Context: an optimization exercise on an open-source flow, tuned for small area. The choices shown serve that exercise and are no tape-out recipe.
Function was checked by simulation only, so behaviour that the tests miss may differ from the original.
In this run the design's own scripts or RTL, not TritonCTS, make the clock network.
No driver is modelled on the clock port, so clock power and skew are understated where the tree is cut down; a real chip needs a root buffer or a tree.
Power and IR drop assume default switching activity.

[flow/flow/resize.tcl]
# Sourced before the resize step: an input port whose buffer drives a
# single buffer (added by placement's repair for a large fanout, as for the
# reset) gets that buffer's cell as its port buffer instead of the chain.
set block [ord::get_db_block]
foreach bterm [$block getBTerms] {
  if {[$bterm getIoType] ne "INPUT"} { continue }
  set net [$bterm getNet]
  if {$net eq "NULL" || [$net getSigType] eq "CLOCK"} { continue }
  set its [$net getITerms]
  if {[llength $its] != 1} { continue }
  set pbuf [[lindex $its 0] getInst]
  if {![regexp {__buf_|__clkbuf_} [[$pbuf getMaster] getName]]} { continue }
  set onet ""
  foreach it [$pbuf getITerms] { if {[$it isOutputSignal]} { set onet [$it getNet] } }
  if {$onet eq "" || $onet eq "NULL"} { continue }
  set loads {}
  foreach it [$onet getITerms] { if {[$it getInst] ne $pbuf} { lappend loads $it } }
  if {[llength $loads] != 1 || [llength [$onet getBTerms]] != 0} { continue }
  set b2 [[lindex $loads 0] getInst]
  set cell [[$b2 getMaster] getName]
  if {![regexp {__buf_|__clkbuf_} $cell]} { continue }
  puts "port [$bterm getName]: buffer [$pbuf getName] -> [$b2 getName] ($cell) merged"
  remove_buffers [get_cells [$b2 getName]]
  replace_cell [$pbuf getName] $cell
}
[flow/constraint.sdc]
create_clock -name core_clock -period 10.0 [get_ports {clk_27}]
set_input_delay 2.0000 -clock core_clock [delete_from_list [all_inputs] [get_ports {clk_27}]]
set_output_delay 2.0000 -clock core_clock [all_outputs]
set_load 0.01 [all_outputs]
[flow/config.mk]
export PLATFORM = sky130hd
export DESIGN_NAME = full_traffic_light
export DESIGN_NICKNAME = full_traffic_light
export VERILOG_FILES = /design/flow/design.v
export SDC_FILE = /design/flow/constraint.sdc
export NUM_CORES = 4
export LEC_CHECK = 0
export CAP_MARGIN = 20
export CORE_MARGIN = 2
export CORE_UTILIZATION = 65
export SLEW_MARGIN = 20
export SYNTH_HIERARCHICAL = 1
export SYNTH_MINIMUM_KEEP_SIZE = 0
[flow/flow/run.sh]
#!/bin/bash
# Standard layout, except:
#  - logic cells are set to their smallest drive strength after floorplan
#    (flow/downsize.tcl); later repair steps upsize where needed;
#  - the port buffers are the smallest buffer cell (buf_1);
#  - an input port buffer feeding one more buffer takes that buffer's
#    cell instead (flow/resize.tcl);
#  - the clock tree is a few clock buffers, one per cluster of flip-flops,
#    each driven by the clock port (flow/cts.tcl).
set -euo pipefail
export POST_FLOORPLAN_TCL="$(pwd)/flow/downsize.tcl"
export BUFFER_PORTS_ARGS="-buffer_cell sky130_fd_sc_hd__buf_1"
export PRE_RESIZE_TCL="$(pwd)/flow/resize.tcl"
export PRE_CTS_TCL="$(pwd)/flow/cts.tcl"
export MY_CLOCK_CLUSTERS="${MY_CLOCK_CLUSTERS:-4}"
export MY_CLOCK_BUFFER="${MY_CLOCK_BUFFER:-sky130_fd_sc_hd__clkbuf_8}"
bash standard.sh > standard.log 2>&1
[flow/flow/downsize.tcl]
# Sourced after floorplan: every logic cell is set to the smallest drive
# strength of its own cell family (same function and pins).  Synthesis
# sizes for loads it cannot see; later resizing (repair_design,
# repair_timing) upsizes again where slew, capacitance or timing need it.
set db [ord::get_db]
set block [ord::get_db_block]
set dont_use $::env(DONT_USE_CELLS)
set families [dict create]
foreach lib [$db getLibs] {
  foreach m [$lib getMasters] {
    set n [$m getName]
    if {[lsearch -exact $dont_use $n] >= 0} { continue }
    if {![regexp {^(sky130_fd_sc_hd__[a-z0-9]+)_([0-9]+)$} $n -> fam drive]} { continue }
    set area [expr {[$m getWidth] * [$m getHeight]}]
    if {![dict exists $families $fam] || $area < [lindex [dict get $families $fam] 1]} {
      dict set families $fam [list $n $area]
    }
  }
}
set count 0
foreach inst [$block getInsts] {
  set m [$inst getMaster]
  set n [$m getName]
  if {![regexp {^(sky130_fd_sc_hd__[a-z0-9]+)_([0-9]+)$} $n -> fam drive]} { continue }
  # registers, clock cells, tie cells and physical cells keep their cell
  if {[regexp {__(df|dl|sdf|edf|clk|conb|tap|fill|decap|diode|probe|lpflow)} $n]} { continue }
  if {![dict exists $families $fam]} { continue }
  set best [lindex [dict get $families $fam] 0]
  set area [expr {[$m getWidth] * [$m getHeight]}]
  if {$best ne $n && [lindex [dict get $families $fam] 1] < $area} {
    replace_cell [$inst getName] $best
    incr count
  }
}
puts "downsize: $count cells set to their smallest drive strength"
[flow/standard.sh]
#!/bin/bash
# synth_recipe.tcl (not shown) runs the flow's synth.tcl, then flattens the netlist and writes it again
# the make line also repeats each setting of config.mk as NAME=value (left out here)
make -C /OpenROAD-flow-scripts/flow DESIGN_CONFIG=/design/flow/config.mk WORK_HOME=/design/flow/orfs CLKGATE_MAP_FILE= SYNTH_SCRIPT=/design/flow/synth_recipe.tcl "${@:-finish}"
[flow/design.v]
module full_traffic_light(
input clk_27,
input reset,
input de_bug,
input left_turn_request,
input [1:0]push_button,
output northbound_green, northbound_amber, northbound_red,
output southbound_green, southbound_amber, southbound_red,
output [1:0] southbound_arrow,
output eastbound_green, eastbound_amber, eastbound_red,
output westbound_green, westbound_amber, westbound_red,
output [4:0] NBnd_D, SBnd_D, EBnd_D, WBnd_D,
output [6:1] northbound, southbound, eastbound, westbound
);
reg a;
reg b;
reg [9:0] c005;
reg [12:0] c05;
reg [13:0] c1;
reg [10:0] c10;
reg clk0_05;
reg clk0_5;
reg clk1;
reg clk_10;
reg clk_d_q;
reg clk_q;
reg [5:0] e;
reg ew_red;
reg fd;
reg h;
reg n_red;
reg s_red;
reg walk;
reg walk_request;
reg wlk;
wire n8;
wire n9;
wire n10;
wire n11;
wire n13;
wire n14;
wire n15;
wire n17;
wire n18;
wire n19;
wire n20;
wire n21;
wire n22;
wire n25;
wire n26;
wire n33;
wire n35;
wire n38;
wire n40;
wire n41;
wire n42;
wire n43;
wire n44;
wire n48;
wire n49;
wire n52;
wire n55;
wire n58;
wire n61;
wire n62;
wire n63;
wire n65;
wire n68;
wire n70;
wire n73;
wire n76;
wire n81;
wire n82;
wire n83;
wire n84;
wire n86;
wire n89;
wire n94;
wire n97;
wire n98;
wire n99;
wire n101;
wire n106;
wire n110;
wire n114;
wire n116;
wire n118;
wire n119;
wire n120;
wire n121;
wire n122;
wire n123;
wire n125;
wire n127;
wire n128;
wire n129;
wire n130;
wire n131;
wire n132;
wire n134;
wire n135;
wire n136;
wire n137;
wire n138;
wire n139;
wire n141;
wire n142;
wire n143;
wire n144;
wire n145;
wire n146;
wire n147;
wire n148;
wire n149;
wire n150;
wire n151;
wire n152;
wire n153;
wire n154;
wire n155;
wire n156;
wire n157;
wire n158;
wire n159;
wire n160;
wire n161;
wire n162;
wire n163;
wire n164;
wire n165;
wire n166;
wire n167;
wire n168;
wire n169;
wire n170;
wire n171;
wire n172;
wire n173;
always @ (posedge clk_27 or negedge reset) if (reset == 1'b0) a <= 1'b1; else a <= n173;
always @ (posedge clk_27 or negedge reset) if (reset == 1'b0) b <= 1'b0; else b <= n172;
always @ (posedge clk_27 or negedge reset) if (reset == 1'b0) c005[0] <= 1'b0; else c005[0] <= n65;
always @ (posedge clk_27 or negedge reset) if (reset == 1'b0) c005[1] <= 1'b1; else c005[1] <= c005[0];
always @ (posedge clk_27 or negedge reset) if (reset == 1'b0) c005[2] <= 1'b0; else c005[2] <= c005[1];
always @ (posedge clk_27 or negedge reset) if (reset == 1'b0) c005[3] <= 1'b1; else c005[3] <= c005[2];
always @ (posedge clk_27 or negedge reset) if (reset == 1'b0) c005[4] <= 1'b0; else c005[4] <= c005[3];
always @ (posedge clk_27 or negedge reset) if (reset == 1'b0) c005[5] <= 1'b0; else c005[5] <= n63;
always @ (posedge clk_27 or negedge reset) if (reset == 1'b0) c005[6] <= 1'b0; else c005[6] <= c005[5];
always @ (posedge clk_27 or negedge reset) if (reset == 1'b0) c005[7] <= 1'b1; else c005[7] <= c005[6];
always @ (posedge clk_27 or negedge reset) if (reset == 1'b0) c005[8] <= 1'b0; else c005[8] <= c005[7];
always @ (posedge clk_27 or negedge reset) if (reset == 1'b0) c005[9] <= 1'b0; else c005[9] <= c005[8];
always @ (posedge clk_27 or negedge reset) if (reset == 1'b0) c05[0] <= 1'b0; else c05[0] <= n86;
always @ (posedge clk_27 or negedge reset) if (reset == 1'b0) c05[1] <= 1'b0; else c05[1] <= c05[0];
always @ (posedge clk_27 or negedge reset) if (reset == 1'b0) c05[2] <= 1'b0; else c05[2] <= c05[1];
always @ (posedge clk_27 or negedge reset) if (reset == 1'b0) c05[3] <= 1'b1; else c05[3] <= c05[2];
always @ (posedge clk_27 or negedge reset) if (reset == 1'b0) c05[4] <= 1'b0; else c05[4] <= n84;
always @ (posedge clk_27 or negedge reset) if (reset == 1'b0) c05[5] <= 1'b0; else c05[5] <= c05[4];
always @ (posedge clk_27 or negedge reset) if (reset == 1'b0) c05[6] <= 1'b0; else c05[6] <= c05[5];
always @ (posedge clk_27 or negedge reset) if (reset == 1'b0) c05[7] <= 1'b0; else c05[7] <= c05[6];
always @ (posedge clk_27 or negedge reset) if (reset == 1'b0) c05[8] <= 1'b1; else c05[8] <= c05[7];
always @ (posedge clk_27 or negedge reset) if (reset == 1'b0) c05[9] <= 1'b0; else c05[9] <= c05[8];
always @ (posedge clk_27 or negedge reset) if (reset == 1'b0) c05[10] <= 1'b1; else c05[10] <= c05[9];
always @ (posedge clk_27 or negedge reset) if (reset == 1'b0) c05[11] <= 1'b1; else c05[11] <= c05[10];
always @ (posedge clk_27 or negedge reset) if (reset == 1'b0) c05[12] <= 1'b0; else c05[12] <= c05[11];
always @ (posedge clk_27 or negedge reset) if (reset == 1'b0) c1[0] <= 1'b0; else c1[0] <= n122;
always @ (posedge clk_27 or negedge reset) if (reset == 1'b0) c1[1] <= 1'b0; else c1[1] <= c1[0];
always @ (posedge clk_27 or negedge reset) if (reset == 1'b0) c1[2] <= 1'b1; else c1[2] <= c1[1];
always @ (posedge clk_27 or negedge reset) if (reset == 1'b0) c1[3] <= 1'b1; else c1[3] <= c1[2];
always @ (posedge clk_27 or negedge reset) if (reset == 1'b0) c1[4] <= 1'b0; else c1[4] <= c1[3];
always @ (posedge clk_27 or negedge reset) if (reset == 1'b0) c1[5] <= 1'b0; else c1[5] <= c1[4];
always @ (posedge clk_27 or negedge reset) if (reset == 1'b0) c1[6] <= 1'b0; else c1[6] <= c1[5];
always @ (posedge clk_27 or negedge reset) if (reset == 1'b0) c1[7] <= 1'b0; else c1[7] <= n120;
always @ (posedge clk_27 or negedge reset) if (reset == 1'b0) c1[8] <= 1'b1; else c1[8] <= c1[7];
always @ (posedge clk_27 or negedge reset) if (reset == 1'b0) c1[9] <= 1'b0; else c1[9] <= c1[8];
always @ (posedge clk_27 or negedge reset) if (reset == 1'b0) c1[10] <= 1'b0; else c1[10] <= c1[9];
always @ (posedge clk_27 or negedge reset) if (reset == 1'b0) c1[11] <= 1'b0; else c1[11] <= c1[10];
always @ (posedge clk_27 or negedge reset) if (reset == 1'b0) c1[12] <= 1'b0; else c1[12] <= c1[11];
always @ (posedge clk_27 or negedge reset) if (reset == 1'b0) c1[13] <= 1'b1; else c1[13] <= c1[12];
always @ (posedge clk_27 or negedge reset) if (reset == 1'b0) c10[0] <= 1'b0; else c10[0] <= n101;
always @ (posedge clk_27 or negedge reset) if (reset == 1'b0) c10[1] <= 1'b1; else c10[1] <= c10[0];
always @ (posedge clk_27 or negedge reset) if (reset == 1'b0) c10[2] <= 1'b1; else c10[2] <= c10[1];
always @ (posedge clk_27 or negedge reset) if (reset == 1'b0) c10[3] <= 1'b0; else c10[3] <= c10[2];
always @ (posedge clk_27 or negedge reset) if (reset == 1'b0) c10[4] <= 1'b0; else c10[4] <= c10[3];
always @ (posedge clk_27 or negedge reset) if (reset == 1'b0) c10[5] <= 1'b0; else c10[5] <= n99;
always @ (posedge clk_27 or negedge reset) if (reset == 1'b0) c10[6] <= 1'b0; else c10[6] <= c10[5];
always @ (posedge clk_27 or negedge reset) if (reset == 1'b0) c10[7] <= 1'b0; else c10[7] <= c10[6];
always @ (posedge clk_27 or negedge reset) if (reset == 1'b0) c10[8] <= 1'b0; else c10[8] <= c10[7];
always @ (posedge clk_27 or negedge reset) if (reset == 1'b0) c10[9] <= 1'b0; else c10[9] <= c10[8];
always @ (posedge clk_27 or negedge reset) if (reset == 1'b0) c10[10] <= 1'b1; else c10[10] <= c10[9];
always @ (posedge clk_27 or negedge reset) if (reset == 1'b0) clk0_05 <= 1'b0; else clk0_05 <= n62;
always @ (posedge clk_27 or negedge reset) if (reset == 1'b0) clk0_5 <= 1'b0; else clk0_5 <= n83;
always @ (posedge clk_27 or negedge reset) if (reset == 1'b0) clk1 <= 1'b0; else clk1 <= n119;
always @ (posedge clk_27 or negedge reset) if (reset == 1'b0) clk_10 <= 1'b0; else clk_10 <= n98;
always @ (posedge clk_27) clk_d_q <= n49;
always @ (posedge clk_27) clk_q <= n26;
always @ (posedge clk_27 or negedge reset) if (reset == 1'b0) e[0] <= 1'b0; else e[0] <= n165;
always @ (posedge clk_27 or negedge reset) if (reset == 1'b0) e[1] <= 1'b0; else e[1] <= n164;
always @ (posedge clk_27 or negedge reset) if (reset == 1'b0) e[2] <= 1'b1; else e[2] <= n162;
always @ (posedge clk_27 or negedge reset) if (reset == 1'b0) e[3] <= 1'b0; else e[3] <= n161;
always @ (posedge clk_27 or negedge reset) if (reset == 1'b0) e[4] <= 1'b0; else e[4] <= n159;
always @ (posedge clk_27 or negedge reset) if (reset == 1'b0) e[5] <= 1'b0; else e[5] <= n170;
always @ (posedge clk_27 or negedge reset) if (reset == 1'b0) ew_red <= 1'b1; else ew_red <= n139;
always @ (posedge clk_27 or negedge reset) if (reset == 1'b0) fd <= 1'b0; else fd <= n153;
always @ (posedge clk_27 or negedge reset) if (reset == 1'b0) h <= 1'b0; else h <= n132;
always @ (posedge clk_27 or negedge reset) if (reset == 1'b0) n_red <= 1'b0; else n_red <= n147;
always @ (posedge clk_27 or negedge reset) if (reset == 1'b0) s_red <= 1'b0; else s_red <= n137;
always @ (posedge clk_27 or negedge reset) if (reset == 1'b0) walk <= 1'b0; else walk <= n166;
always @ (posedge clk_27 or negedge reset) if (reset == 1'b0) walk_request <= 1'b0; else walk_request <= n145;
always @ (posedge clk_27 or negedge reset) if (reset == 1'b0) wlk <= 1'b0; else wlk <= n168;
g_mux2i_1 u0 (.A0(clk1), .A1(clk_10), .S(de_bug), .Y(n25));
g_clkinv_1 u1 (.A(n25), .Y(n26));
g_nand2_1 u2 (.A(wlk), .B(n_red), .Y(n20));
g_o41ai_1 u3 (.A1(e[4]), .A2(e[1]), .A3(e[2]), .A4(e[3]), .B1(e[5]), .Y(n33));
g_nand2_1 u4 (.A(walk), .B(n33), .Y(n35));
g_nor2_1 u5 (.A(h), .B(a), .Y(n38));
g_nand2_1 u6 (.A(b), .B(n38), .Y(n40));
g_o21ai_0 u7 (.A1(h), .A2(n35), .B1(n40), .Y(n18));
g_clkinv_1 u8 (.A(h), .Y(n41));
g_o21ai_0 u9 (.A1(n41), .A2(n35), .B1(n40), .Y(n17));
g_nor2_1 u10 (.A(n41), .B(a), .Y(n42));
g_nand2_1 u11 (.A(b), .B(n42), .Y(n13));
g_clkinv_1 u12 (.A(n42), .Y(n11));
g_nor2_1 u13 (.A(b), .B(a), .Y(n43));
g_nand2_1 u14 (.A(h), .B(n43), .Y(n9));
g_nor2b_1 u15 (.A(b), .B_N(a), .Y(n44));
g_nand2_1 u16 (.A(h), .B(n44), .Y(n8));
g_nand2_1 u17 (.A(n41), .B(n43), .Y(n15));
g_nor2b_1 u18 (.A(n_red), .B_N(fd), .Y(n21));
g_nand2_1 u19 (.A(n41), .B(n44), .Y(n14));
g_and2_0 u20 (.A(n_red), .B(fd), .X(n19));
g_nand2b_1 u21 (.A_N(n_red), .B(wlk), .Y(n22));
g_mux2i_1 u22 (.A0(clk0_5), .A1(clk0_05), .S(de_bug), .Y(n48));
g_clkinv_1 u23 (.A(n48), .Y(n49));
g_nor2_1 u24 (.A(c005[1]), .B(c005[3]), .Y(n52));
g_nand2_1 u25 (.A(c005[0]), .B(c005[2]), .Y(n55));
g_nor3_1 u26 (.A(c005[5]), .B(c005[7]), .C(n55), .Y(n58));
g_nand4_1 u27 (.A(c005[4]), .B(c005[6]), .C(n52), .D(n58), .Y(n61));
g_xnor2_1 u28 (.A(clk0_05), .B(n61), .Y(n62));
g_and2_0 u29 (.A(c005[4]), .B(n61), .X(n63));
g_xor2_1 u30 (.A(c005[0]), .B(c005[9]), .X(n65));
g_nand2_1 u31 (.A(c05[9]), .B(c05[10]), .Y(n68));
g_nor2_1 u32 (.A(c05[11]), .B(n68), .Y(n70));
g_nand2_1 u33 (.A(c05[7]), .B(c05[3]), .Y(n73));
g_nor3_1 u34 (.A(n73), .B(c05[1]), .C(c05[6]), .Y(n76));
g_nor4b_1 u35 (.A(c05[0]), .B(c05[4]), .C(c05[8]), .D_N(c05[2]), .Y(n81));
g_nand3_1 u36 (.A(n70), .B(n76), .C(n81), .Y(n82));
g_xnor2_1 u37 (.A(clk0_5), .B(n82), .Y(n83));
g_and2_0 u38 (.A(c05[3]), .B(n82), .X(n84));
g_xor2_1 u39 (.A(c05[3]), .B(c05[12]), .X(n86));
g_nand2_1 u40 (.A(c10[10]), .B(c10[9]), .Y(n89));
g_nand4b_1 u41 (.A_N(c10[5]), .B(c10[4]), .C(c10[0]), .D(c10[1]), .Y(n94));
g_nor4_1 u42 (.A(c10[8]), .B(c10[7]), .C(n89), .D(n94), .Y(n97));
g_xor2_1 u43 (.A(clk_10), .B(n97), .X(n98));
g_nor2b_1 u44 (.A(n97), .B_N(c10[4]), .Y(n99));
g_xnor2_1 u45 (.A(c10[10]), .B(c10[2]), .Y(n101));
g_nor4b_1 u46 (.A(c1[10]), .B(c1[9]), .C(c1[11]), .D_N(c1[13]), .Y(n106));
g_nor3_1 u47 (.A(c1[0]), .B(c1[3]), .C(c1[4]), .Y(n110));
g_nand3_1 u48 (.A(c1[7]), .B(c1[1]), .C(c1[2]), .Y(n114));
g_nor2_1 u49 (.A(n114), .B(c1[5]), .Y(n116));
g_nand4_1 u50 (.A(c1[6]), .B(n106), .C(n110), .D(n116), .Y(n118));
g_xnor2_1 u51 (.A(clk1), .B(n118), .Y(n119));
g_and2_0 u52 (.A(c1[6]), .B(n118), .X(n120));
g_xor2_1 u53 (.A(c1[3]), .B(c1[13]), .X(n121));
g_xnor2_1 u54 (.A(c1[0]), .B(n121), .Y(n122));
g_nand2_1 u55 (.A(b), .B(a), .Y(n123));
g_nor2_1 u56 (.A(clk_q), .B(n25), .Y(n125));
g_and3_1 u57 (.A(e[0]), .B(e[1]), .C(n125), .X(n127));
g_xnor2_1 u58 (.A(e[2]), .B(n127), .Y(n128));
g_and3_1 u59 (.A(e[2]), .B(e[3]), .C(n128), .X(n129));
g_nand3_1 u60 (.A(e[5]), .B(e[4]), .C(n129), .Y(n130));
g_nor2_1 u61 (.A(n123), .B(n130), .Y(n131));
g_xnor2_1 u62 (.A(n41), .B(n131), .Y(n132));
g_nor2_1 u63 (.A(clk_d_q), .B(n48), .Y(n134));
g_o21ai_0 u64 (.A1(n41), .A2(b), .B1(n134), .Y(n135));
g_nor2_1 u65 (.A(s_red), .B(n40), .Y(n136));
g_o32a_1 u66 (.A1(n42), .A2(n135), .A3(n136), .B1(n134), .B2(s_red), .X(n137));
g_o221ai_1 u67 (.A1(h), .A2(b), .B1(ew_red), .B2(n40), .C1(n134), .Y(n138));
g_o21a_1 u68 (.A1(ew_red), .A2(n134), .B1(n138), .X(n139));
g_clkinv_1 u69 (.A(walk_request), .Y(n141));
g_o21ai_0 u70 (.A1(h), .A2(left_turn_request), .B1(b), .Y(n142));
g_nand2b_1 u71 (.A_N(n142), .B(n40), .Y(n143));
g_nor2_1 u72 (.A(n130), .B(n143), .Y(n144));
g_o21ai_0 u73 (.A1(n141), .A2(n144), .B1(push_button[1]), .Y(n145));
g_nor2_1 u74 (.A(n_red), .B(n40), .Y(n146));
g_o22a_1 u75 (.A1(n_red), .A2(n134), .B1(n135), .B2(n146), .X(n147));
g_mux2i_1 u76 (.A0(n21), .A1(n19), .S(h), .Y(n148));
g_nand2_1 u77 (.A(n134), .B(n148), .Y(n149));
g_a311oi_1 u78 (.A1(e[1]), .A2(e[2]), .A3(e[3]), .B1(e[4]), .C1(e[5]), .Y(n150));
g_nand3_1 u79 (.A(walk), .B(n134), .C(n150), .Y(n151));
g_o21ai_0 u80 (.A1(clk_d_q), .A2(n48), .B1(fd), .Y(n152));
g_o211ai_1 u81 (.A1(n35), .A2(n149), .B1(n151), .C1(n152), .Y(n153));
g_nor2_1 u82 (.A(push_button[0]), .B(n15), .Y(n154));
g_o21ai_0 u83 (.A1(n154), .A2(a), .B1(n142), .Y(n155));
g_nor2_1 u84 (.A(n44), .B(n155), .Y(n156));
g_nand2b_1 u85 (.A_N(n130), .B(n143), .Y(n157));
g_xnor2_1 u86 (.A(e[4]), .B(n129), .Y(n158));
g_o21ai_0 u87 (.A1(n156), .A2(n157), .B1(n158), .Y(n159));
g_a21oi_1 u88 (.A1(e[2]), .A2(n127), .B1(e[3]), .Y(n160));
g_o21ai_0 u89 (.A1(n129), .A2(n160), .B1(n157), .Y(n161));
g_o21ai_0 u90 (.A1(n44), .A2(n130), .B1(n128), .Y(n162));
g_a21oi_1 u91 (.A1(e[0]), .A2(n125), .B1(e[1]), .Y(n163));
g_o22ai_1 u92 (.A1(n156), .A2(n157), .B1(n127), .B2(n163), .Y(n164));
g_xor2_1 u93 (.A(e[0]), .B(n125), .X(n165));
g_a22o_1 u94 (.A1(walk), .A2(n130), .B1(n144), .B2(walk_request), .X(n166));
g_o21ai_0 u95 (.A1(clk_d_q), .A2(n48), .B1(wlk), .Y(n167));
g_nand2_1 u96 (.A(n151), .B(n167), .Y(n168));
g_a21oi_1 u97 (.A1(e[4]), .A2(n129), .B1(e[5]), .Y(n169));
g_nor2_1 u98 (.A(n144), .B(n169), .Y(n170));
g_nand2_1 u99 (.A(b), .B(n130), .Y(n171));
g_a21oi_1 u100 (.A1(n157), .A2(n171), .B1(n44), .Y(n172));
g_mux2_1 u101 (.A0(n155), .A1(a), .S(n130), .X(n173));
assign northbound_green = n8;
assign northbound_amber = n9;
assign northbound_red = n_red;
assign southbound_green = n8;
assign southbound_amber = n11;
assign southbound_red = s_red;
assign southbound_arrow[0] = n13;
assign southbound_arrow[1] = n13;
assign eastbound_green = n14;
assign eastbound_amber = n15;
assign eastbound_red = ew_red;
assign westbound_green = n14;
assign westbound_amber = n15;
assign westbound_red = ew_red;
assign NBnd_D[0] = n17;
assign NBnd_D[1] = n17;
assign NBnd_D[2] = n17;
assign NBnd_D[3] = n17;
assign NBnd_D[4] = n17;
assign SBnd_D[0] = n17;
assign SBnd_D[1] = n17;
assign SBnd_D[2] = n17;
assign SBnd_D[3] = n17;
assign SBnd_D[4] = n17;
assign EBnd_D[0] = n18;
assign EBnd_D[1] = n18;
assign EBnd_D[2] = n18;
assign EBnd_D[3] = n18;
assign EBnd_D[4] = n18;
assign WBnd_D[0] = n18;
assign WBnd_D[1] = n18;
assign WBnd_D[2] = n18;
assign WBnd_D[3] = n18;
assign WBnd_D[4] = n18;
assign northbound[1] = n19;
assign northbound[2] = n19;
assign northbound[3] = n19;
assign northbound[4] = n19;
assign northbound[5] = n19;
assign northbound[6] = n20;
assign southbound[1] = n19;
assign southbound[2] = n19;
assign southbound[3] = n19;
assign southbound[4] = n19;
assign southbound[5] = n19;
assign southbound[6] = n20;
assign eastbound[1] = n21;
assign eastbound[2] = n21;
assign eastbound[3] = n21;
assign eastbound[4] = n21;
assign eastbound[5] = n21;
assign eastbound[6] = n22;
assign westbound[1] = n21;
assign westbound[2] = n21;
assign westbound[3] = n21;
assign westbound[4] = n21;
assign westbound[5] = n21;
assign westbound[6] = n22;
endmodule
module g_a21oi_1(input A1, input A2, input B1, output Y);
assign Y = (~A1&~B1) | (~A2&~B1);
endmodule
module g_a22o_1(input A1, input A2, input B1, input B2, output X);
assign X = (B1&B2) | (A1&A2);
endmodule
module g_a311oi_1(input A1, input A2, input A3, input B1, input C1, output Y);
assign Y = (~A1&~B1&~C1) | (~A2&~B1&~C1) | (~A3&~B1&~C1);
endmodule
module g_and2_0(input A, input B, output X);
assign X = (A&B);
endmodule
module g_and3_1(input A, input B, input C, output X);
assign X = (A&B&C);
endmodule
module g_clkinv_1(input A, output Y);
assign Y = (~A);
endmodule
module g_mux2_1(input A0, input A1, input S, output X);
assign X = (A0&~S) | (A1&S);
endmodule
module g_mux2i_1(input A0, input A1, input S, output Y);
assign Y = (~A0&~S) | (~A1&S);
endmodule
module g_nand2_1(input A, input B, output Y);
assign Y = (~A) | (~B);
endmodule
module g_nand2b_1(input A_N, input B, output Y);
assign Y = (A_N) | (~B);
endmodule
module g_nand3_1(input A, input B, input C, output Y);
assign Y = (~A) | (~B) | (~C);
endmodule
module g_nand4_1(input A, input B, input C, input D, output Y);
assign Y = (~A) | (~B) | (~C) | (~D);
endmodule
module g_nand4b_1(input A_N, input B, input C, input D, output Y);
assign Y = (A_N) | (~B) | (~C) | (~D);
endmodule
module g_nor2_1(input A, input B, output Y);
assign Y = (~A&~B);
endmodule
module g_nor2b_1(input A, input B_N, output Y);
assign Y = (~A&B_N);
endmodule
module g_nor3_1(input A, input B, input C, output Y);
assign Y = (~A&~B&~C);
endmodule
module g_nor4_1(input A, input B, input C, input D, output Y);
assign Y = (~A&~B&~C&~D);
endmodule
module g_nor4b_1(input A, input B, input C, input D_N, output Y);
assign Y = (~A&~B&~C&D_N);
endmodule
module g_o211ai_1(input A1, input A2, input B1, input C1, output Y);
assign Y = (~A1&~A2) | (~B1) | (~C1);
endmodule
module g_o21a_1(input A1, input A2, input B1, output X);
assign X = (A1&B1) | (A2&B1);
endmodule
module g_o21ai_0(input A1, input A2, input B1, output Y);
assign Y = (~A1&~A2) | (~B1);
endmodule
module g_o221ai_1(input A1, input A2, input B1, input B2, input C1, output Y);
assign Y = (~B1&~B2) | (~A1&~A2) | (~C1);
endmodule
module g_o22a_1(input A1, input A2, input B1, input B2, output X);
assign X = (A1&B1) | (A2&B1) | (A1&B2) | (A2&B2);
endmodule
module g_o22ai_1(input A1, input A2, input B1, input B2, output Y);
assign Y = (~B1&~B2) | (~A1&~A2);
endmodule
module g_o32a_1(input A1, input A2, input A3, input B1, input B2, output X);
assign X = (A1&B1) | (A1&B2) | (A2&B1) | (A3&B1) | (A2&B2) | (A3&B2);
endmodule
module g_o41ai_1(input A1, input A2, input A3, input A4, input B1, output Y);
assign Y = (~A1&~A2&~A3&~A4) | (~B1);
endmodule
module g_xnor2_1(input A, input B, output Y);
assign Y = (~A&~B) | (A&B);
endmodule
module g_xor2_1(input A, input B, output X);
assign X = (A&~B) | (~A&B);
endmodule
[flow/flow/cts.tcl]
# Replaces clock_tree_synthesis (sourced before CTS): the flip-flops are
# split into MY_CLOCK_CLUSTERS groups by k-means on their placement, and
# each group gets one MY_CLOCK_BUFFER at its centre, driven by the clock
# port.  Every flip-flop clock pin is driven by exactly one buffer.
rename clock_tree_synthesis __orig_clock_tree_synthesis
proc clock_tree_synthesis {args} {
  set k $::env(MY_CLOCK_CLUSTERS)
  set buf $::env(MY_CLOCK_BUFFER)
  set block [ord::get_db_block]
  set dbu [$block getDbUnitsPerMicron]
  set pins [get_pins -of_objects [get_nets clk_27]]
  set pts {}
  foreach p $pins {
    set box [[[sta::sta_to_db_pin $p] getInst] getBBox]
    lappend pts [list $p [expr {([$box xMin] + [$box xMax]) / 2.0 / $dbu}] \
      [expr {([$box yMin] + [$box yMax]) / 2.0 / $dbu}]]
  }
  set n [llength $pts]
  # initial centres: sinks spread along x + y
  set sorted [lsort -real -index 1 [lmap q $pts {list [lindex $q 0] [expr {[lindex $q 1] + [lindex $q 2]}]}]]
  set cx {}
  set cy {}
  for {set c 0} {$c < $k} {incr c} {
    set q [lindex $pts [lsearch -exact -index 0 $pts [lindex [lindex $sorted [expr {int(($c + 0.5) * $n / $k)}]] 0]]]
    lappend cx [lindex $q 1]
    lappend cy [lindex $q 2]
  }
  for {set it 0} {$it < 50} {incr it} {
    set groups [lrepeat $k {}]
    foreach q $pts {
      set best 0
      set bd 1e30
      for {set c 0} {$c < $k} {incr c} {
        set d [expr {abs([lindex $q 1] - [lindex $cx $c]) + abs([lindex $q 2] - [lindex $cy $c])}]
        if {$d < $bd} { set bd $d; set best $c }
      }
      lset groups $best [concat [lindex $groups $best] [list $q]]
    }
    for {set c 0} {$c < $k} {incr c} {
      set g [lindex $groups $c]
      if {[llength $g] == 0} { continue }
      set sx 0.0
      set sy 0.0
      foreach q $g { set sx [expr {$sx + [lindex $q 1]}]; set sy [expr {$sy + [lindex $q 2]}] }
      lset cx $c [expr {$sx / [llength $g]}]
      lset cy $c [expr {$sy / [llength $g]}]
    }
  }
  for {set c 0} {$c < $k} {incr c} {
    set g [lindex $groups $c]
    if {[llength $g] == 0} { continue }
    puts "clock buffer $c: [llength $g] sinks at [lindex $cx $c] [lindex $cy $c]"
    insert_buffer -buffer_cell $buf -net clk_27 -load_pins [lmap q $g {lindex $q 0}] \
      -location [list [lindex $cx $c] [lindex $cy $c]] \
      -buffer_name clkbuf_$c -net_name clknet_$c
  }
  foreach it [[[$block findBTerm clk_27] getNet] getITerms] {
    set inst [$it getInst]
    foreach o [$inst getITerms] {
      if {[$o isOutputSignal]} { [$o getNet] setSigType CLOCK }
    }
  }
  set_propagated_clock [all_clocks]
}
==> impl_metrics.ini <==
[status]
status = timing/DRC/antenna clean

[final_layout]
syn_to_final_growth_pct = -3.94
drive_gt1_frac = 0.0921
fillers = 305
diodes = 0
instances_no_fill = 289
final_area_um2 = 2720
layout.area.seq_um2 = 1760
multi_input_area_um2 = 577
final_net_count = 247

[floorplanning]
die_area_um2 = 4890
die_w_um = 70.0
row_count = 23
initial_core_util = 0.692
dieHeight_um = 70.0
pin_count = 64
core_um2 = 4090

[global_route]
antenna_found_initial = 0
grt_pass1_wl_mm = 6.78
grt-ovfl-total = 0
grt_pass1_vias = 1451
grt_max_degree = 69
grtUsageTotal = 0.163

[placed_design]
dp_hpwl_mm = 2.82
pre_cts_slack_ns = 6.05
gp_congestion = 0.852
dpl_cell_area_um2 = 2660
dp.cells = 285
numPortBuffers = 63

[sta]
slew_viol_final = 0
timing.setup.tns_ns = 0
setup_slack_ns = 6.13
final.period_utilization = 0.387
relSlewSlack = 0.474
fmax_ghz = 0.258
clock_skew_ns = 0.0176
finalHoldViolCount = 0
rsz0062_at_grt = no
finalSetupViolCount = 0
worst_pin_slew_ns = 0.789
fin_crit_ns = 3.87

[power]
p_clk_frac = 0.257
netSwitchingFraction = 0.175
seq_power_share = 0.728
p_leak_nw = 1.23
irDropWorstVdd_uv = 105
power.internal_mw = 0.321
total_power_mw = 0.389
powerDensity_nw_per_um2 = 143
switchingPower_mw = 0.0681
p_comb_frac = 0.015

[hold_path]
hp-class = flop to flop

[clocking]
post_cts.repair.setup_buffers = 0
postCtsHoldBufs = 0
clk_pin_slew_worst_paths_ns = 0.11
cts_resized = 0
clock_latency_ns = 0.16

[yosys]
syn_avg_cell_area_um2 = 12.7
ys_seq_elements = 70
async_flop_share = 0.971
seq_area_frac_synth = 0.623
synth-edff-count = 0
syn_inst = 222
syn_area_um2 = 2830
synth.distinct_cells = 32
synth_flop_cell = dfrtp_1
yosysWarningCount = 7
synth_nets = 228

[route]
vias = 1528
drt-wirelength-per-cell_um = 13.6
drt-initial-drc-count = 66
viasPerCell = 5.29
drt_wl_total_mm = 3.93
dr.pass1.iters = 4
drc = 0
postRouteAntennaNets = 0

[run]
drv_cap = 0

[setup_path]
worstSetupPathType = flop to primary output
cp_max_fo = 10
start_kind = flop
cp_data_required_time_ns = 8.00
crit_arrival_ns = 1.87
end_kind = primary output
-- layer usage --
layer  share of wire  global-route usage  wire, um
met5               0                   0         0
met4          0.0066              0.0150        26
met3           0.053              0.0144       209
met2            0.49               0.289      1930
met1            0.45               0.231      1770
-- power groups by stage --
stage | Combinational, mW | Sequential [mW] | Clock [mW]
4_1_cts | 0.00632 | 0.283 | 0.104
2_1_floorplan | 0.000167 | 0.288 | 0
6_report | 0.00582 | 0.283 | 0.100
5_1_grt | 0.00710 | 0.283 | 0.115
3_5_place_dp | 0.00636 | 0.288 | 0
3_3_place_gp | 0.00621 | 0.288 | 0
-- cell usage after synthesis (3+ instances only) --
library cell,n,area [um2]
dfrtp_1,51,1280
buf_4,50,375
dfstp_2,17,447
nand2_1,16,60.1
nor2_1,15,56.3
o21ai_1,11,55.1
xnor2_1,8,70.1
inv_1,5,18.8
xor2_1,5,43.8
a21oi_2,4,35.0
and2_1,4,25.0
nand3_1,4,20.0
mux2i_1,3,30.0
nand2b_1,3,18.8
nor2b_4,3,41.3
nor3_2,3,30.0
-- state kept, by name (all words and copies together) (netlist names), 6 cells and up --
signal and count:
e 6, c10 11, c005 10, c1 14, c05 13
-- layout make-up, clock buffers not listed --
cell class                      instances  share of cell area
Sequential cell                        70               0.649
Multi-Input combinational cell         97               0.212
Timing Repair Buffer                   63              0.0884
Tap cell                               50              0.0230
Inverter                                5             0.00691
-- worst max-delay path, cell delays in order, from the launching register on --
cell	delay (ns)
dfrtp_1	0.44
o41ai_1	0.39
nand2_1	0.16
o21ai_1	0.50
buf_1	0.21
-- through the flow --
| step | utilization | hold WS [ns] |
|---|---|---|
| 2_1_floorplan | - | 0.331 |
| 3_3_place_gp | 0.652 | 0.335 |
| 3_5_place_dp | 0.651 | 0.344 |
| 4_1_cts | 0.665 | 0.364 |
| 5_1_grt | 0.665 | 0.370 |
| 6_report | 0.665 | 0.360 |
-- per-module statistics from Yosys (local to each module, per instance), excerpt --
| module | area [um2] | times used | cells inside | flops+latches |
|---|---|---|---|---|
| g_xor2_1 | 8.76 | 5 | 1 | 0 |
| g_mux2_1 | 15.0 | 1 | 1 | 0 |
| g_a22o_1 | 8.76 | 1 | 1 | 0 |
| g_nand4_1 | 6.26 | 2 | 1 | 0 |
| g_nand3_1 | 5.00 | 4 | 1 | 0 |
| g_nor3_1 | 10.0 | 3 | 1 | 0 |
| g_xnor2_1 | 8.76 | 8 | 1 | 0 |
| g_nand4b_1 | 8.76 | 1 | 1 | 0 |
| full_traffic_light | 2140 | 1 | 120 | 70 |
| g_o32a_1 | 10.0 | 1 | 1 | 0 |
| g_and3_1 | 6.26 | 2 | 1 | 0 |
| g_nor2_1 | 3.75 | 15 | 1 | 0 |
| g_o41ai_1 | 16.3 | 1 | 1 | 0 |
| g_nand2_1 | 3.75 | 16 | 1 | 0 |
| g_nor2b_1 | 13.8 | 3 | 1 | 0 |
| g_clkinv_1 | 3.75 | 5 | 1 | 0 |
-- cell usage in the layout, fill, tap and decap left out, drive strengths merged, types with 3 or more instances in the layout --
| cell type | synthesis | routed |
|---|---|---|
| nor3 | 3 | 3 |
| o21ai | 11 | 11 |
| a21oi | 4 | 4 |
| nand3 | 4 | 4 |
| xor2 | 5 | 5 |
| nand2b | 3 | 3 |
| dfstp | 17 | 17 |
| nand2 | 16 | 16 |
| nor2 | 15 | 15 |
| clkbuf | 0 | 4 |
| xnor2 | 8 | 8 |
| inv | 5 | 5 |
| dfrtp | 51 | 51 |
| buf | 50 | 63 |
| mux2i | 3 | 3 |
| and2 | 4 | 4 |
| nor2b | 3 | 3 |
-- final timing paths --
check / from / endpoint / slack (ns) / cells after the start
worst max-delay path: e[4] / WBnd_D[1] / 6.13 / 4
worst max register to register: clk_10 / b / 7.84 / 8
min in group asynchronous: reset / c005[8] / 1.90 / 1
max in group asynchronous: reset / c1[11] / 7.56 / 1
worst min register to register: c1[12] / c1[13] / 0.36 / 0
worst min-delay path: c1[12] / c1[13] / 0.36 / 0
-- cell families (layout without fill, tap and decap cells) --
group / Yosys count / after routing / share of synthesized area
compound gates: 24 / 24 / 0.0650
mux: 4 / 4 / 0.0159
xor+xnor: 13 / 13 / 0.0403
buf+inv: 55 / 72 / 0.139
simple gates: 56 / 56 / 0.116
flops: 70 / 70 / 0.623

==> separate check: timing with driven ports <==
The flow's constraints put no driver on any port. The routed layout listed below was extracted and timed again, unchanged, in two steps. Step 1: set_driving_cell puts a clkbuf_16 on clk_27 and a buf_2 on each other input, an assumption about the parent block. Step 2 moves the port delays by t, midway between the first and last clock arrival at a register: inputs arrive t later, outputs are due t later. That takes back most of the time a late clock gives input paths. Slacks: ideal ports / drivers / drivers and shift; pairs: ideal ports / drivers.
t (ns): 0.204
setup slack, ns: 6.130 / 6.078 / 6.032
worst setup path at the end: input to register
After both steps setup and hold are still met in this run. For this run, drivers alone change the setup slack by -0.052 ns; drivers and shift together by -0.098 ns.
